From an optimization exercise on the open Yosys and OpenROAD flow, aimed at small area; shortcuts taken in it are not production practice.
Function was checked by simulation only, so behaviour that the tests miss may differ from the original.
No driver is modelled on the clock port, so clocking that relies on it looks cheaper here than on a real chip.

Design PongGame, start of the top module:
module PongGame
(
	input CLOCK_50,
	input [3:0] KEY,
	input [9:0] SW,
	output logic VGA_BLANK_N,
	output logic VGA_SYNC_N,
	output logic VGA_HS,
	output logic VGA_VS,
	output logic [ 7:0] VGA_R,
	output logic [ 7:0] VGA_G,
	output logic [ 7:0] VGA_B
);
Size in the first run: about 43 I/O pins, roughly 5800 um^2 of cells after synthesis.
==> flow/config.mk <==
export PLATFORM = sky130hd
export DESIGN_NAME = PongGame
export DESIGN_NICKNAME = PongGame
export VERILOG_FILES = /design/flow/design.v
export SDC_FILE = /design/flow/constraint.sdc
export NUM_CORES = 4
export LEC_CHECK = 0
export ABC_AREA = 1
export CAP_MARGIN = 0
export CORE_MARGIN = 2
export CORE_UTILIZATION = 80
export CTS_BUF_LIST = sky130_fd_sc_hd__clkbuf_4
export SLEW_MARGIN = 0
==> flow/constraint.sdc <==
create_clock -name core_clock -period 10.0 [get_ports {CLOCK_50}]
set_input_delay 2.0000 -clock core_clock [delete_from_list [all_inputs] [get_ports {CLOCK_50}]]
set_output_delay 2.0000 -clock core_clock [all_outputs]
set_load 0.01 [all_outputs]
standard.sh (not shown) runs the stock make flow with config.mk's settings and CLKGATE_MAP_FILE= SYNTH_SCRIPT=/design/flow/synth_recipe.tcl, a recipe that flattens the netlist after the stock synthesis.
==> flow/flow/run.sh <==
#!/bin/bash
# The standard layout (standard.sh, standard synthesis unchanged), with:
# - the port buffers made from the smallest buffer;
# - cells downsized to their smallest drive strength after floorplan and again
#   after clock-tree synthesis (the repair steps that follow restore drive
#   where timing, slew or capacitance need it);
# - after floorplan, the combinational logic re-mapped for area by OpenROAD's
#   restructure (ABC; registers untouched), its files and ABC log in rmp/;
# - a clock tree of clkbuf_4 with no dummy loads, whose leaf buffers with a
#   high estimated output slew are upsized to clkbuf_8.
# The make output of every step goes to standard.log; ORFS keeps each tool's
# own log under orfs/logs.
cp standard.sh standard.sh.log
export BUFFER_PORTS_ARGS="-buffer_cell sky130_fd_sc_hd__buf_1"
export CTS_ARGS="-sink_clustering_enable -repair_clock_nets -buf_list sky130_fd_sc_hd__clkbuf_4 -dont_use_dummy_load"
export POST_CTS_TCL="$(pwd)/flow/cts_post.tcl"
export POST_FLOORPLAN_TCL="$(pwd)/flow/floorplan_post.tcl"
export RMP_WORK="$(pwd)/rmp"
bash standard.sh > standard.log 2>&1
==> flow/flow/floorplan_post.tcl <==
# After floorplan: downsize every cell to its smallest drive strength, then
# re-map the combinational logic for area with OpenROAD's restructure (ABC).
# Registers are not touched. Placement and repair restore drive strength where
# timing, slew or capacitance need it.
set flowdir [file dirname $::env(POST_FLOORPLAN_TCL)]
source [file join $flowdir downsize.tcl]
report_design_area

# restructure hands ABC a liberty file and does not honour dont_use, so give
# it a copy of the platform's library without the don't-use cells.
file mkdir $::env(RMP_WORK)
set lib_in [lindex $::env(LIB_FILES) 0]
set lib_out [file join $::env(RMP_WORK) no_dont_use.lib]
set patterns {}
foreach c $::env(DONT_USE_CELLS) { lappend patterns $c }
set fin [open $lib_in r]
set fout [open $lib_out w]
set skip 0
set depth 0
set dropped 0
while {[gets $fin line] >= 0} {
  if {!$skip && [regexp {^\s*cell\s*\(\s*"?([A-Za-z0-9_]+)"?\s*\)} $line -> cname]} {
    foreach p $patterns {
      if {[string match $p $cname]} { set skip 1; set depth 0; incr dropped; break }
    }
  }
  if {$skip} {
    incr depth [expr {[regexp -all {\{} $line] - [regexp -all {\}} $line]}]
    if {$depth <= 0 && [regexp {\}} $line]} { set skip 0 }
    continue
  }
  puts $fout $line
}
close $fin
close $fout
puts "floorplan_post: dropped $dropped don't-use cells from the library given to restructure"

restructure -target area -slack_threshold 0.5 \
  -liberty_file $lib_out \
  -tielo_port sky130_fd_sc_hd__conb_1/LO -tiehi_port sky130_fd_sc_hd__conb_1/HI \
  -work_dir $::env(RMP_WORK) -abc_logfile $::env(RMP_WORK)/abc.log
file delete $lib_out
report_design_area
source [file join $flowdir downsize.tcl]
report_design_area
Other scripts of this flow, unchanged in this note and not shown: flow/flow/cts_post.tcl, flow/flow/downsize.tcl
Change:
--- a/flow/flow/floorplan_post.tcl
+++ b/flow/flow/floorplan_post.tcl
@@ -36,8 +36,12 @@
 puts "floorplan_post: dropped $dropped don't-use cells from the library given to restructure"
 
-restructure -target area -slack_threshold 0.5 \
-  -liberty_file $lib_out \
-  -tielo_port sky130_fd_sc_hd__conb_1/LO -tiehi_port sky130_fd_sc_hd__conb_1/HI \
-  -work_dir $::env(RMP_WORK) -abc_logfile $::env(RMP_WORK)/abc.log
+# two passes: the second finds a little more to share
+foreach pass {1 2} {
+  restructure -target area -slack_threshold 0.5 \
+    -liberty_file $lib_out \
+    -tielo_port sky130_fd_sc_hd__conb_1/LO -tiehi_port sky130_fd_sc_hd__conb_1/HI \
+    -work_dir $::env(RMP_WORK) -abc_logfile $::env(RMP_WORK)/abc$pass.log
+  report_design_area
+}
 file delete $lib_out
 report_design_area
After rerunning: Via count rises slightly; critical path depth came out lower by 1; utilization went down by 0.23 points; fmax rose by a few percent.

re-timing with driven ports:
The results above use ideal ports. As a check the final layouts listed here were re-extracted and re-timed, cells and wires unchanged. Step 1 (the two cells are an assumption about what drives the block):
set clk [get_ports {CLOCK_50}]
set_driving_cell -lib_cell sky130_fd_sc_hd__clkbuf_16 $clk
set_driving_cell -lib_cell sky130_fd_sc_hd__buf_2 [delete_from_list [all_inputs] $clk]
Step 2 adds t to the input delays and takes it off the output delays; t is the mean of the earliest and latest rising clock arrival at the registers after step 1. Input paths then give back, and output paths get back, about the clock's delay inside the block. Three values: no drivers, after step 1, after step 2; two values: the first two.
run | shift t [ns] | slack for setup (ns) | cell pins on the clock port's net
the first run | 0.444 | 1.722 / 1.688 / 2.132 | 1
the second run | 0.450 | 1.918 / 1.886 / 2.336 | 1
After both steps setup and hold are still met in every run listed.
